This design comes from an exercise in tuning for small area on the open sky130 flow, not from production work. In this exercise RTL edits were held to simulation tests only and were not proved equivalent to the original. The flow treats the clock pin as an ideal source, which a real chip does not have. Power is estimated from default activity; no workload was simulated.

// conv_buffer_5x5
module conv_buffer_5x5 (
    input clk,
    input reset,
    input [7:0] pixel_in,
    input valid_in,
    output [199:0] window,
    output reg window_valid
);
Size in the first run: roughly 210 I/O pins, roughly 31000 sq um of cells after synthesis.
export LEC_CHECK = 0
export CAP_MARGIN = 20
export CORE_MARGIN = 2
export CORE_UTILIZATION = 40
export SLEW_MARGIN = 20
export SYNTH_HIERARCHICAL = 1
export SYNTH_MINIMUM_KEEP_SIZE = 0
create_clock -name core_clock -period 6.0 [get_ports {clk}]
standard.sh (not shown) runs the stock make flow with config.mk's settings and CLKGATE_MAP_FILE= SYNTH_SCRIPT=/design/flow/synth_recipe.tcl, a recipe that flattens the netlist after the stock synthesis.
==> flow/flow/run.sh <==
#!/bin/bash
# Standard layout, with buf_1 port buffers and a clock tree of small buffers
# without dummy loads. make's full output goes to flow.log.
set -euo pipefail
export BUFFER_PORTS_ARGS="-buffer_cell sky130_fd_sc_hd__buf_1"
export CTS_ARGS="-sink_clustering_enable -repair_clock_nets -dont_use_dummy_load -buf_list {sky130_fd_sc_hd__clkbuf_4} -sink_clustering_size 12 -sink_clustering_max_diameter 40"
bash standard.sh > flow.log 2>&1
The first run completed without violations.
Change:
==> flow/flow/run.sh (replaced) <==
#!/bin/bash
# Standard layout, with buf_1 port buffers and a clock tree of small buffers
# without dummy loads. make's full output goes to flow.log.
set -euo pipefail
export BUFFER_PORTS_ARGS="-buffer_cell sky130_fd_sc_hd__buf_1"
export CTS_ARGS="-sink_clustering_enable -repair_clock_nets -dont_use_dummy_load -buf_list {sky130_fd_sc_hd__clkbuf_4} -sink_clustering_size 11 -sink_clustering_max_diameter 60"
bash standard.sh > flow.log 2>&1
The new run passed the timing, design-rule and antenna checks; final area fell slightly; synthesized cell count stays the same; routed wire length falls slightly.
Change:
==> flow/flow/run.sh (replaced) <==
#!/bin/bash
# Standard layout, with buf_1 port buffers and a clock tree of small buffers
# without dummy loads. make's full output goes to flow.log.
set -euo pipefail
export BUFFER_PORTS_ARGS="-buffer_cell sky130_fd_sc_hd__buf_1"
export CTS_ARGS="-sink_clustering_enable -repair_clock_nets -dont_use_dummy_load -buf_list {sky130_fd_sc_hd__clkbuf_16} -sink_clustering_size 48 -sink_clustering_max_diameter 40"
bash standard.sh > flow.log 2>&1
Settings changed: CORE_UTILIZATION 40 to 65, PLACE_DENSITY set to 0.75.
What happened:
- global-route usage rises by 7.1 points
- clock skew fell by 0.047 ns
- non-clock buffer count falls by 9
- wire length fell by 3.9%
- hold slack gets better by 0.063 ns
- setup slack got worse by 0.033 ns
- cell area climbs by 3.4%
- maximum frequency is lower by 1.1%
- final cell count decreases by 12%
- clock-buffer cell count went down by 9
Change:
==> flow/flow/run.sh (replaced) <==
#!/bin/bash
# Standard layout, with buf_1 port buffers and a clock tree of small buffers
# without dummy loads. make's full output goes to flow.log.
set -euo pipefail
export BUFFER_PORTS_ARGS="-buffer_cell sky130_fd_sc_hd__buf_1"
export CTS_ARGS="-sink_clustering_enable -repair_clock_nets -dont_use_dummy_load -buf_list {sky130_fd_sc_hd__clkbuf_4} -sink_clustering_size 12 -sink_clustering_max_diameter 50"
export POST_CTS_TCL="$PWD/flow/post_cts.tcl"
bash standard.sh > flow.log 2>&1
==> flow/flow/post_cts.tcl (new file) <==
estimate_parasitics -placement
set n_up 0
foreach inst [get_cells clkbuf_leaf_*] {
  set worst 0
  set onet [get_nets -of_objects [get_pins [get_full_name $inst]/X]]
  foreach p [get_pins -of_objects $onet -filter "direction==input"] {
    set s [get_property $p slew_max]
    if {$s > $worst} { set worst $s }
  }
  if {$worst > 0.115} {
    replace_cell $inst sky130_fd_sc_hd__clkbuf_8
    incr n_up
  }
}
puts "post_cts.tcl: upsized $n_up leaf clock buffers"
detailed_placement
check_placement -verbose
estimate_parasitics -placement
Settings changed: CORE_UTILIZATION 65 to 40, PLACE_DENSITY 0.75 to not set.
After rerunning: Routed wire length rises by 4.4%; via count rose by 0.38%; non-clock buffer count came out higher by 9; worst setup slack gets better by 0.038 ns; die area grows by 61%.
Change:
==> flow/flow/run.sh (replaced) <==
#!/bin/bash
# Standard layout, with buf_1 port buffers and a clock tree of small buffers
# without dummy loads. make's full output goes to flow.log.
set -euo pipefail
export BUFFER_PORTS_ARGS="-buffer_cell sky130_fd_sc_hd__buf_1"
export CTS_ARGS="-sink_clustering_enable -repair_clock_nets -dont_use_dummy_load -buf_list {sky130_fd_sc_hd__clkbuf_8} -sink_clustering_size 24 -sink_clustering_max_diameter 30"
bash standard.sh > flow.log 2>&1
Settings changed: CORE_UTILIZATION 40 to 65, PLACE_DENSITY set to 0.75.
removed: flow/flow/post_cts.tcl
Effect: Power grows by 8.4%. Sequential cell count stays the same. Global-route usage came out higher by 7.4 points. Synthesized cell count stays the same. Routed wire length came out lower by 3.7%. Utilization grows by 27 points. Die area goes down by 38%.

-- what the ideal ports hide --
In the flow no input, the clock included, has a driving cell. The finished layouts below were timed again as built, in two steps. Step 1: set_driving_cell puts a clkbuf_16 on clk and a buf_2 on each other input, an assumption about the parent block. Step 2 also shifts input and output timing later by t, the mid clock arrival at the registers, as if the neighbouring blocks saw the same clock. Three values: ideal ports, drivers, drivers and shift; two values: the first two.
run	t, ns	setup slack, ns	worst hold slack (ns)	pins driven straight from the clock port
the first run	0.946	3.053 / 3.002 / 2.126	0.346 / 0.346 / 0.346	1
the second run	0.900	2.958 / 2.976 / 2.076	0.350 / 0.350 / 0.350	1
the third run	0.664	2.925 / 2.960 / 2.295	0.413 / 0.413 / 0.413	1
the fourth run	0.911	2.964 / 2.979 / 2.068	0.360 / 0.360 / 0.360	1
the fifth run	0.802	3.038 / 3.071 / 2.269	0.401 / 0.401 / 0.401	1
After both steps setup and hold are still met in every run listed. For the first run, which loses most, drivers alone change the setup slack by -0.051 ns; drivers and shift together by -0.927 ns.
